Context: an optimization exercise on an open-source flow, tuned for small area. The choices shown serve that exercise and are no tape-out recipe.
The RTL was checked by simulation tests, not by an equivalence proof against the original design.
The clock input has no modelled driver; a real chip could not lean on it and would need a root buffer or a full tree.
Power figures rest on the tool's default switching activity, not on a simulated workload.

build 30:
## mp2
module mp2 #(
    parameter CLK_FREQ = 12000000,
    parameter INTERVAL = CLK_FREQ / 360
)(
    input logic clk,
    input logic rst,
    output logic RGB_R,
    output logic RGB_G,
    output logic RGB_B
);
==> flow/config.mk <==
export PLATFORM = sky130hd
export DESIGN_NAME = mp2
export DESIGN_NICKNAME = mp2
export VERILOG_FILES = /design/flow/design.v
export SDC_FILE = /design/flow/constraint.sdc
export NUM_CORES = 4
export LEC_CHECK = 0
export CAP_MARGIN = 20
export CORE_MARGIN = 2
export CORE_UTILIZATION = 40
export SLEW_MARGIN = 20
==> flow/constraint.sdc <==
create_clock -name core_clock -period 30.0 [get_ports {clk}]
set_input_delay 6.0000 -clock core_clock [delete_from_list [all_inputs] [get_ports {clk}]]
set_output_delay 6.0000 -clock core_clock [all_outputs]
set_load 0.01 [all_outputs]
standard.sh (not shown) runs the stock make flow with config.mk's settings and CLKGATE_MAP_FILE= SYNTH_SCRIPT=/design/flow/synth_recipe.tcl, a recipe that flattens the netlist after the stock synthesis.
==> flow/flow/run.sh <==
#!/bin/bash
# Own layout flow:
#  1. the standard synthesis (its netlist names the registers);
#  2. area-oriented re-synthesis of the combinational logic with abc's deepsyn, several
#     seeds, both from the RTL (registers then renamed to the standard synthesis's names)
#     and by re-mapping the standard netlist; a candidate counts only if it holds the same
#     registers, in the same cells, and a SAT proof shows its logic equals the standard
#     netlist's; the smallest one is laid out;
#  3. the standard layout, with one-cell port buffers and the clock tree collapsed to a
#     single buffer.
set -euo pipefail
W=$(pwd)
F=$W/flow
R=$W/orfs/results/sky130hd/mp2/base
LIB=$FLOW_HOME/platforms/sky130hd/lib/sky130_fd_sc_hd__tt_025C_1v80.lib
YOSYS=$FLOW_HOME/../tools/install/yosys/bin/yosys
[[ -x $YOSYS ]] || YOSYS=$(command -v yosys)
# candidates: source (rtl or the standard netlist, map), abc mapper, deepsyn seed
CANDIDATES="map:amap:1 map:amap:2 map:amap:3 map:amap:4 map:amap:5 map:amap:6 map:amap:7 map:amap:8 map:amap:9 map:amap:10 map:amap:11 map:amap:12 rtl:amap:1 rtl:amap:2 rtl:amap:3 rtl:amap:4"
ABC_T=20

# 1. standard synthesis
bash standard.sh synth > $W/log_1_synth.txt 2>&1

# 2. re-synthesis candidates
python3 $F/genmap.py $LIB $W/cells_func.v > $W/log_2_genmap.txt 2>&1
DU=$(grep -o -- "-dont_use [A-Za-z0-9_]*" $W/orfs/logs/sky130hd/mp2/base/1_2_yosys.log | sort -u | tr '\n' ' ')
cp $R/1_2_yosys.v $W/std_netlist.v
python3 $F/cutff.py $W/std_netlist.v $W/std_cut.v > $W/log_2_cut_std.txt 2>&1

candidate() {
  local kind=$1 mapper=$2 s=$3 c=$1_$2_$3
  local m="amap"
  [[ $mapper == mapa ]] && m="map -a"
  echo "strash; &get -n; &deepsyn -S $s -T $ABC_T; &put; dch -f; $m; topo" > $W/cand_$c.abc
  if [[ $kind == rtl ]]; then
    cat > $W/cand_$c.ys <<EOY
read_verilog -sv $W/design.v
hierarchy -check -top $FLOW_TOP
synth -flatten -top $FLOW_TOP -nofsm -noshare -run :fine
opt -full
techmap
opt -fast
dfflegalize -cell \$_DFF_P_ 01
opt_clean -purge
abc -liberty $LIB $DU -script $W/cand_$c.abc
dfflibmap -liberty $LIB $DU
EOY
  else
    cat > $W/cand_$c.ys <<EOY
read_liberty -lib $LIB
read_verilog $W/std_netlist.v
hierarchy -top $FLOW_TOP
techmap -map $W/cells_func.v
techmap
opt -purge
abc -liberty $LIB $DU -script $W/cand_$c.abc
EOY
  fi
  cat >> $W/cand_$c.ys <<EOY
opt_clean -purge
hilomap -singleton -hicell sky130_fd_sc_hd__conb_1 HI -locell sky130_fd_sc_hd__conb_1 LO
splitnets
opt_clean -purge
rename -hide w:*\$func\$*
select -assert-none t:\$*
tee -q -o $W/cand_$c.stat stat -liberty $LIB
write_verilog -noattr -nohex -nodec $W/cand_${c}_raw.v
EOY
  cat > $W/equiv_$c.ys <<EOY
read_verilog $W/std_cut.v
rename $FLOW_TOP gold
read_verilog $W/cand_${c}_cut.v
rename $FLOW_TOP gate
read_verilog -lib $W/cells_func.v
hierarchy -check
techmap -map $W/cells_func.v
techmap
opt -purge
miter -equiv -flatten -make_assert gold gate miter
hierarchy -top miter
sat -verify -prove-asserts miter
EOY
  if $YOSYS -q -l $W/log_2_cand_$c.txt $W/cand_$c.ys > /dev/null 2>&1 \
     && if [[ $kind == rtl ]]; then
          python3 $F/matchff.py $W/std_netlist.v $W/cand_${c}_raw.v $W/cand_$c.v > $W/log_2_match_$c.txt 2>&1
        else
          cp $W/cand_${c}_raw.v $W/cand_$c.v
        fi \
     && python3 $F/cutff.py $W/cand_$c.v $W/cand_${c}_cut.v > $W/log_2_cut_$c.txt 2>&1 \
     && $YOSYS -q -l $W/log_2_equiv_$c.txt $W/equiv_$c.ys > /dev/null 2>&1; then
    echo "$(grep 'Chip area' $W/cand_$c.stat | awk '{print $NF}') $c" > $W/cand_$c.ok
  fi
}
n=0
for c in $CANDIDATES; do
  candidate $(echo $c | tr ':' ' ') &
  n=$((n + 1))
  if (( n % ${NUM_CORES:-4} == 0 )); then wait; fi
done
wait
best=$(cat $W/cand_*.ok 2>/dev/null | sort -g | head -1 | awk '{print $2}')
{ echo "standard netlist: $(grep 'Chip area' $W/orfs/reports/sky130hd/mp2/base/synth_stat.txt | awk '{print $NF}')"
  echo "proven candidates (area name):"; cat $W/cand_*.ok 2>/dev/null || true; } > $W/log_2_choice.txt
if [[ -n "$best" ]]; then
  cp $W/cand_$best.v $R/1_2_yosys.v
  rm -f $R/1_synth.odb $R/1_synth.sdc
  echo "using $best" >> $W/log_2_choice.txt
else
  echo "no candidate proven; standard netlist kept" >> $W/log_2_choice.txt
fi

# 3. the standard layout from there
export MY_CLKBUF=${MY_CLKBUF:-sky130_fd_sc_hd__buf_12}
bash standard.sh POST_CTS_TCL=$F/post_cts.tcl "BUFFER_PORTS_ARGS=-buffer_cell sky130_fd_sc_hd__buf_1" finish > $W/log_3_layout.txt 2>&1
Other scripts of this flow, unchanged in this note and not shown: flow/flow/cutff.py, flow/flow/genmap.py, flow/flow/matchff.py, flow/flow/post_cts.tcl
Build 30: PASS, flow complete, no timing, DRC or antenna violations
Edits applied to the flow inputs when going from build 30 to build 63:
--- a/flow/flow/run.sh
+++ b/flow/flow/run.sh
@@ -19 +19 @@
-CANDIDATES="map:amap:1 map:amap:2 map:amap:3 map:amap:4 map:amap:5 map:amap:6 map:amap:7 map:amap:8 map:amap:9 map:amap:10 map:amap:11 map:amap:12 rtl:amap:1 rtl:amap:2 rtl:amap:3 rtl:amap:4"
+CANDIDATES="$(for s in $(seq 1 16); do echo map:amap:$s; done; for s in $(seq 1 8); do echo map:amapm:$s; done) rtl:amap:1 rtl:amap:2 rtl:amap:3 rtl:amap:4"
@@ -33,3 +33,4 @@
-  local m="amap"
-  [[ $mapper == mapa ]] && m="map -a"
-  echo "strash; &get -n; &deepsyn -S $s -T $ABC_T; &put; dch -f; $m; topo" > $W/cand_$c.abc
+  local m="dch -f; amap"
+  [[ $mapper == amapm ]] && m="dch; amap -m"
+  [[ $mapper == mapa ]] && m="dch -f; map -a"
+  echo "strash; &get -n; &deepsyn -S $s -T $ABC_T; &put; $m; topo" > $W/cand_$c.abc
Findings:
Non-clock buffer count: build 63 vs build 30 identical. Diff build 30..build 63 | worst setup margin | unchanged. Maximum ir drop on the vdd rail came out exactly the same in build 30 and build 63. Build 63 vs. build 30: insertion delay of the later-clocked pin in the worst-skew pair essentially unchanged, final period demand of the worst path essentially unchanged, placed standard-cell area essentially unchanged. Diff build 30..build 63 | maximum number of pins on one net before global-route repair | unchanged. Area growth from synthesis to layout: build 63 vs build 30 identical.

-- what the ideal ports hide --
How much do the figures lean on ideal ports? The routed layouts below were timed once more, with nothing changed but the port constraints.
Step 1: set_driving_cell puts a clkbuf_16 on clk and a buf_2 on each other input, an assumption about the parent block.
Step 2, shift: input delay + t, output delay - t, t = (earliest + latest rising clock arrival at the registers) / 2. This alone moves slack from input paths to output paths.
Slacks: ideal / step 1 / step 2; pairs: ideal / step 1.
run	t (ns)	setup slack, ns	worst setup path at the end	slew at the worst register clock pin (ns)
build 30	0.174	22.279 / 22.250 / 22.424	register to output	0.12 / 0.12
build 63	0.174	22.279 / 22.250 / 22.424	register to output	0.12 / 0.12
After both steps every run listed still meets setup and hold.
